Background: an optimization exercise with open tools, aiming at small area. Do not read the settings as production practice. In this exercise RTL edits were held to simulation tests only and were not proved equivalent to the original.

==> flow/design.v, too long to show whole: its modules and the start of the top module <==
// module FA: 6 lines
// module HA: 6 lines
// module STDP_multiplier: 8 lines
// module STDPmodel: 2438 lines
module STDPmodel (reset, clk, T_pre, T_post, W_previous, W_new);
  // ...
==> flow/run.sh <==
#!/bin/bash
# synth_recipe.tcl (not shown) runs the flow's synth.tcl, then flattens the netlist and writes it again
# the make line also repeats each setting of config.mk as NAME=value (left out here)
make -C /OpenROAD-flow-scripts/flow DESIGN_CONFIG=/design/flow/config.mk WORK_HOME=/design/flow/orfs CLKGATE_MAP_FILE= SYNTH_SCRIPT=/design/flow/synth_recipe.tcl finish
==> flow/config.mk <==
export PLATFORM = sky130hd
export DESIGN_NAME = STDPmodel
export DESIGN_NICKNAME = STDPmodel
export VERILOG_FILES = /design/flow/design.v
export SDC_FILE = /design/flow/constraint.sdc
export NUM_CORES = 4
export LEC_CHECK = 0
export CAP_MARGIN = 20
export CORE_MARGIN = 2
export CORE_UTILIZATION = 60
export SLEW_MARGIN = 20
export SYNTH_HIERARCHICAL = 1
export SYNTH_MINIMUM_KEEP_SIZE = 0
==> flow/constraint.sdc <==
create_clock -name core_clock -period 25.0 [get_ports {clk}]
set_input_delay 5.0000 -clock core_clock [delete_from_list [all_inputs] [get_ports {clk}]]
set_output_delay 5.0000 -clock core_clock [all_outputs]
set_load 0.01 [all_outputs]
==> qor.yml, run 1 <==
grt_pass1_wl_mm: 63.8
drt-total-wl_mm: 38.4
die_w_um: 161
crit_family: "adder cells"
cp.required_ns: 20.00
grt_use_met1: 0.420
cts_tree: "done"
rows: 57
detail-route-antenna-nets: 0
hold_start: "reset"
rsz0062_at_grt: "no"
clk_share: 0.00501
synth-simple-area-share: 0.145
grt-busiest-layer: "met2"
clock_buffers: 3
start_util: 0.611
status: "timing/DRC/antenna clean"
largest_register_ffs: 23
grtUsageTotal: 0.314
ios: 130
fin_crit_sh: 0.979
slew_headroom: 0.403
signal_buffers: 140
synth_edf_count: 0
grt_pass1_vias: 12337
layout.nonclk_buf_frac: 0.0813
==> inputs of run 2 (changes only) <==
--- a/flow/config.mk
+++ b/flow/config.mk
@@ -7,7 +7,7 @@
 export LEC_CHECK = 0
 export CAP_MARGIN = 20
 export CORE_MARGIN = 2
-export CORE_UTILIZATION = 60
+export CORE_UTILIZATION = 40
 export SLEW_MARGIN = 20
 export SYNTH_HIERARCHICAL = 1
 export SYNTH_MINIMUM_KEEP_SIZE = 0
==> run 2 against run 1 <==
  * Still clean on timing, DRC and antenna
  * Worst hold slack improved by 0.028 ns
  * Area after synthesis unchanged
  * First-iteration DRC count increased by 20%
  * Maximum frequency about the same
  * Design area increased by 1.1%
  * Synthesized cell count unchanged
  * Critical path type unchanged
==> qor.yml, run 2 <==
first_pass_iters: 5  # unchanged
via_per_inst: 5.41  # was 5.93
grt_pass1_wl_mm: 63.5  # was 63.8 mm
crit_family: "adder cells"  # unchanged
drt-total-wl_mm: 38.5  # was 38.4 mm
worstSetupPathType: "in2out"  # unchanged
synth_edf_count: 0  # unchanged
dp_cells: 2002  # was 1859
dr_total_vias: 10847  # was 11044
start_util: 0.406  # was 0.611
synth_cell_type_count: 60  # unchanged
ys_ff_latch: 25  # unchanged
cp-start-kind: "input pin"  # unchanged
slew_violations: 0  # unchanged
slew_headroom: 0.364  # was 0.403
synth.avg_cell_area_um2: 9.76  # unchanged
cts_tree: "done"  # unchanged
critPathArrivalTime_ns: 19.46  # was 19.47 ns
die_h_um: 197  # was 161 um
hold_buffers: 0  # unchanged
detail-route-antenna-nets: 0  # unchanged
ios: 130  # unchanged
netlist_instances: 1522  # unchanged
fin_tns_setup_ns: 0  # unchanged
core_area_um2: 36600  # was 24300 um2
stdcell_count: 2006  # was 1863
grt_overflow: 0  # unchanged
synth_area_um2: 14800  # unchanged
multi_input_area_um2: 13400  # about the same
die_area_um2: 38700  # was 26000 um2
period_needed_ns: 24.46  # was 24.47 ns
fmax_mhz: 40.9  # about the same
cap_violations: 0  # unchanged
cts-htree-levels: 1  # unchanged
drc: 0  # unchanged
utilization: 0.441  # was 0.657
grtUsageTotal: 0.209  # was 0.314
async_flop_share: 0  # unchanged
regArea_um2: 500  # unchanged
cpMostUsedCell: "fa_1"  # unchanged
routedWlPerCell_um: 19.2  # was 20.6 um
ys.flop_type: "dfxtp_1"  # unchanged
synth_commonest_cells: "fa_1, nand2_1, inv_1"  # unchanged
fin_nets: 2120  # was 2121
clock_sinks: 25  # unchanged
yosysWarningCount: 7  # unchanged
biggestRegsByFlops: "r2: 23 flops, A: 1 flops, s: 1 flops"  # unchanged
cp.required_ns: 20.00  # about the same
final_cell_mix: "fa_1, nand2_1, clkdlybuf4s50_1"  # unchanged
yosysTopAreaCell: "fa_1"  # unchanged
crit_slowest_cell: "clkdlybuf4s50_1"  # unchanged
cpPeakStageDelay_ns: 0.60  # was 0.64 ns
rsz0062_at_grt: "no"  # unchanged
yosysMostFrequentCell: "fa_1"  # unchanged
largest-register: "r2"  # unchanged
clockBufferDepth: 2  # unchanged
status: "timing/DRC/antenna clean"  # unchanged
tightest_slew_ns: 0.952  # was 0.894 ns
diodes: 0  # unchanged
cts_root_buffer: "clkbuf_16"  # unchanged
setup_viol: 0  # unchanged
rows: 70  # was 57
largest_register_ffs: 23  # unchanged
cts.repair.resized: 0  # unchanged
gp_congestion: 0.873  # was 0.860
critPathMaxFanout: 8  # was 14
die_w_um: 197  # was 161 um
grt_max_degree: 61  # unchanged
ys_top_cells_by_area: "fa_1, nand2_1, ha_1"  # unchanged
hold_viol: 0  # unchanged
post_cts_buffers: 0  # unchanged
antenna_found_initial: 1  # was 0
grt_pass1_vias: 12071  # was 12337
syn2layout_area_growth_pct: 8.70  # was 7.53%
yosysSeqAreaShare: 0.0337  # unchanged
n_fill_cell: 3569  # was 2015
drtIter0Drc: 752  # was 629
path_buf_inv: 3  # was 4
synth.top_cell.area_share: 0.538  # unchanged
cts-buffers-inserted: 3  # unchanged
min_path_type: "in2reg"  # unchanged
fin_crit_sh: 0.978  # was 0.979
fin_worst_hold_slack_ns: 5.37  # was 5.34 ns
path_clk_slew_ns: 0.06  # about the same
dp_hpwl_mm: 30.8  # was 30.4 mm
io_buffers: 98  # unchanged
drive_gt1_frac: 0.0488  # was 0.0487
crit_path_end_kind: "output port"  # unchanged
final_common_cell: "fa_1"  # unchanged
[run 2: Yosys stat by module (local to each module, per instance)]
| module | times used | area, um2 | cells inside | flops+latches |
|---|---|---|---|---|
| HA | 36 | 12.5 | 1 | 0 |
| STDPmodel | 1 | 6410 | 1087 | 25 |
| FA | 399 | 20.0 | 1 | 0 |
[run 2: layout make-up]
| type | count | share of cell area |
|---|---|---|
| inverters | 88 | 0.0206 |
| clock inverters | 1 | 0.000310 |
| repair buffers | 139 | 0.0798 |
| multi-input cells | 1282 | 0.827 |
| clock buffers | 3 | 0.00465 |
| well taps | 468 | 0.0363 |
| flip-flops and latches | 25 | 0.0310 |
[run 2: logic make-up (layout without fill, tap and decap cells)]
logic type / count (synthesis) / count (layout) / synth area share
xor gates and xnor gates: 62 / 62 / 0.0366
muxes: 43 / 43 / 0.0304
other: 1 / 15 / 0.000253
adders and majority gates: 485 / 485 / 0.610
and+or+nand+nor: 504 / 504 / 0.145
buffers and inverters: 229 / 231 / 0.0709
DFF: 25 / 25 / 0.0337
AOI/OAI and AO/OA: 173 / 173 / 0.0736
[run 2: routing by layer]
metal  up-vias  routed length [um]  global-route usage  part of all wire
met3        58                2650              0.0217             0.069
met1      5536               16600               0.290              0.43
met4         2                 957              0.0524             0.025
li1       4808                   -                   -                 -
met5         -                   8                   0           0.00021
met2       443               18300               0.353              0.48
[run 2: final timing paths]
check,startpoint,slack (ns),end,depth (start not counted)
worst max-delay path,W_previous[17],0.54,W_new[31],39
worst min-delay path,reset,5.37,A$_DFF_P_,2
[run 2: stage by stage]
stage | setup WS, ns | area [um2]
2_1_floorplan | 2.08 | 14900
3_3_place_gp | 0.462 | 16100
3_5_place_dp | 0.312 | 16100
4_1_cts | 0.307 | 16100
5_1_grt | 0.0442 | 16100
6_report | 0.543 | 16100

[static timing again, ports no longer ideal]
How much do the figures lean on ideal ports? The routed layouts below were timed once more, with nothing changed but the port constraints. Step 1: set_driving_cell puts a clkbuf_16 on clk and a buf_2 on each other input, an assumption about the parent block. Step 2 moves the port delays by t, midway between the first and last clock arrival at a register: inputs arrive t later, outputs are due t later. That takes back most of the time a late clock gives input paths. Three values: no drivers, after step 1, after step 2; two values: the first two.
run | t (ns) | slack for setup (ns) | hold slack, ns | worst slew at a driven data input, ns
run 1 | 0.294 | 0.531 / 0.508 / 0.508 | 5.339 / 5.335 / 5.629 | 0.06
run 2 | 0.290 | 0.543 / 0.520 / 0.520 | 5.367 / 5.350 / 5.640 | 0.04
After both steps setup and hold are still met in every run listed.
